This design comes from an exercise in tuning for small area, a short achievable clock period and few clock cycles per item on the open sky130 flow, not from production work. Power is estimated from default activity; no workload was simulated.

red:
==> flow/design.v (excerpt) <==
module bnn_layer0 (
    input  wire        clk,
    input  wire        reset_n,
    input  wire        i_run,
    output wire        o_idle,
    output wire        o_done,
    output wire [6:0]  addr_input,
    output wire        ce_input,
    input  wire [27:0] q_input,
    output wire [1:0]  addr_weight,
    output wire        ce_weight,
    input  wire [26:0] q_weight,
    output wire [6:0]  addr_output,
    output wire        we_output,
    output wire [25:0] d_output
);
Size in the first run: about 2,400 cells after synthesis, roughly 710 flip-flops, roughly 110 I/O pins.
==> module bnn_layer0, before the edit <==
module bnn_layer0 (
    input  wire        clk,
    input  wire        reset_n,
    input  wire        i_run,
    output wire        o_idle,
    output wire        o_done,
    output wire [6:0]  addr_input,
    output wire        ce_input,
    input  wire [27:0] q_input,
    output wire [1:0]  addr_weight,
    output wire        ce_weight,
    input  wire [26:0] q_weight,
    output wire [6:0]  addr_output,
    output wire        we_output,
    output wire [25:0] d_output
);
localparam LAT = 2;               
localparam END = 88 + LAT;        
reg        busy;
reg  [6:0] cnt;                   
reg  [1:0] m3;                    
reg        ce_in;
reg  [6:0] a_in;
reg  [1:0] rch;
reg        we;
reg  [6:0] a_out;
reg  [1:0] och;
reg        done;
wire start = i_run & ~busy;
always @(posedge clk or negedge reset_n) begin
    if (!reset_n) begin
        busy  <= 1'b0;
        cnt   <= 7'd0;
        m3    <= 2'd0;
        ce_in <= 1'b0;
        we    <= 1'b0;
        done  <= 1'b0;
    end else begin
        done <= busy && (cnt == END);
        if (start) begin
            busy <= 1'b1;
            cnt  <= 7'd1;
            m3   <= 2'd1;
        end else if (busy) begin
            cnt <= cnt + 7'd1;
            m3  <= (m3 == 2'd2) ? 2'd0 : m3 + 2'd1;
            if (cnt == END) busy <= 1'b0;
        end
        ce_in <= start | (busy && (cnt <= 7'd83));
        we <= busy && (cnt >= 10 + LAT) && (cnt <= 87 + LAT);
    end
end
wire nidle;
bnn_idle u_idle (
    .clk     (clk),
    .reset_n (reset_n),
    .d       (busy ? (cnt != END) : i_run),
    .q       (nidle)
);
always @(posedge clk) begin
    if (start) begin
        a_in <= 7'd0;
        rch  <= 2'd0;
    end else if (ce_in) begin
        if (rch == 2'd2) begin
            rch  <= 2'd0;
            a_in <= a_in - 7'd55;
        end else begin
            rch  <= rch + 2'd1;
            a_in <= a_in + 7'd28;
        end
    end
    if (start) begin
        a_out <= 7'd0;
        och   <= 2'd0;
    end else if (we) begin
        if (och == 2'd2) begin
            och   <= 2'd0;
            a_out <= a_out - 7'd51;
        end else begin
            och   <= och + 2'd1;
            a_out <= a_out + 7'd26;
        end
    end
end
assign o_idle      = ~nidle;
assign o_done      = done;
assign addr_input  = a_in;
assign ce_input    = ce_in;
assign addr_weight = m3;
assign ce_weight   = busy;
assign addr_output = a_out;
assign we_output   = we;
reg [27:0] qd1, qd2;              
always @(posedge clk) begin
    qd1 <= q_input;
    qd2 <= qd1;
end
reg [27:0] win [0:8];
wire ld = busy && (m3 == 2'd1);   
always @(posedge clk) begin
    if (ld) begin
        win[0] <= win[1]; win[1] <= win[2]; win[2] <= qd2;
        win[3] <= win[4]; win[4] <= win[5]; win[5] <= qd1;
        win[6] <= win[7]; win[7] <= win[8]; win[8] <= q_input;
    end
end
reg [26:0] w_reg;                 
always @(posedge clk) w_reg <= q_weight;
wire [25:0] res;
genvar h, s;
generate
    for (h = 0; h < 2; h = h + 1) begin : g_half
        wire [134:0] ws;
        for (s = 0; s < 9; s = s + 1) begin : g_s
            assign ws[s*15 +: 15] = win[s][27 - 13*h -: 15];
        end
        bnn_half u_half (
            .clk      (clk),
            .ws       (ws),
            .w_reg    (w_reg),
            .res      (res[25 - 13*h -: 13])
        );
    end
endgenerate
reg [25:0] d_out;
always @(posedge clk) d_out <= res;
assign d_output = d_out;
endmodule
==> module bnn_half, before the edit <==
module bnn_half (
    input  wire         clk,
    input  wire [134:0] ws,
    input  wire [26:0]  w_reg,
    output wire [12:0]  res
);
genvar j, s, k;
generate
    for (j = 0; j < 13; j = j + 1) begin : g_col
        wire [26:0] d, w;
        for (s = 0; s < 9; s = s + 1) begin : g_s
            for (k = 0; k < 3; k = k + 1) begin : g_k
                assign d[s*3 + k] = ws[s*15 + 14 - j - k];
                assign w[s*3 + k] = w_reg[26 - (s*3 + k)];
            end
        end
        bnn_col u_col (.clk(clk), .d(d), .w(w), .o(res[12 - j]));
    end
endgenerate
endmodule
Settings: LEC_CHECK=0, CAP_MARGIN=20, CORE_MARGIN=2, CORE_UTILIZATION=40, CTS_CLUSTER_DIAMETER=80, CTS_CLUSTER_SIZE=20, PLACE_DENSITY=0.6, SETUP_SLACK_MARGIN=3.6, SLEW_MARGIN=20, SYNTH_HIERARCHICAL=1, SYNTH_MINIMUM_KEEP_SIZE=0; clock period 6.0 ns.
run.sh (not shown) runs the stock make flow with config.mk's settings and CLKGATE_MAP_FILE= SYNTH_SCRIPT=/design/flow/synth_recipe.tcl, a recipe that flattens the netlist after the stock synthesis.
> inputs changed (red -> blue)
--- a/flow/design.v
+++ b/flow/design.v
@@ -104,10 +104,8 @@
         win[3] <= win[4]; win[4] <= win[5]; win[5] <= qd1;
         win[6] <= win[7]; win[7] <= win[8]; win[8] <= q_input;
     end
 end
-reg [26:0] w_reg;                 
-always @(posedge clk) w_reg <= q_weight;
 wire [25:0] res;
 genvar h, s;
 generate
     for (h = 0; h < 2; h = h + 1) begin : g_half
@@ -117,9 +115,9 @@
         end
         bnn_half u_half (
             .clk      (clk),
             .ws       (ws),
-            .w_reg    (w_reg),
+            .q_weight (q_weight),
             .res      (res[25 - 13*h -: 13])
         );
     end
 endgenerate
@@ -140,11 +138,13 @@
 endmodule
 module bnn_half (
     input  wire         clk,
     input  wire [134:0] ws,
-    input  wire [26:0]  w_reg,
+    input  wire [26:0]  q_weight,
     output wire [12:0]  res
 );
+reg [26:0] w_reg;                 
+always @(posedge clk) w_reg <= q_weight;
 genvar j, s, k;
 generate
     for (j = 0; j < 13; j = j + 1) begin : g_col
         wire [26:0] d, w;
Results
- Post-detailed-route via-to-cell ratio, blue vs red: up slightly
- Relative to red, blue improves setup slack.
- When blue is measured against red, its total number of vias turns out 341 higher.
- When blue is set beside red, its combinational group share of total power turns out to be 0.7 points larger.
- On quantity of hold-fixing buffers added after cts, blue and red are neck and neck.
- Total number of sequential cells for blue is higher than for red.
- In the flow results for blue and red, the combinational power is larger on blue.
- blue: flow completed, timing, DRC and antenna clean
- blue ends up with higher starting utilization of the core area than red does.
- Relative to red, global-route wire length before repair has increased by about 3.4% in blue.
- Compared blue against red; fraction of met3 tracks used by global routing within noise.
- Going from red to blue, layout overhead on the synthesized area moved down, non-clock buffer instance count of the final layout rose about 0.7%, minimum hold slack saw little to no change.
No run of this note included a check of the RTL's function; only the layout flow was run.

[what the ideal ports hide]
How much do the figures lean on ideal ports? The routed layouts below were timed once more, with nothing changed but the port constraints. Step 1 sets driving cells, clkbuf_16 on the clock port and buf_2 on the other inputs (assumed; they add their load-dependent delay and slew). Step 2 moves the port delays by t, midway between the first and last clock arrival at a register: inputs arrive t later, outputs are due t later. That takes back most of the time a late clock gives input paths. Three values: ideal, step 1, step 2; two values: the first two.
run | shift t [ns] | slack for setup (ns) | hold slack, ns | pins driven straight from the clock port
red | 0.678 | 3.595 / 3.528 / 3.143 | 0.349 / 0.349 / 0.349 | 1
blue | 0.665 | 3.599 / 3.536 / 3.403 | 0.351 / 0.351 / 0.351 | 1
After both steps setup and hold are still met in every run listed. The setup slack of red, which loses most, moves by -0.067 ns with the drivers and by -0.452 ns with both steps.
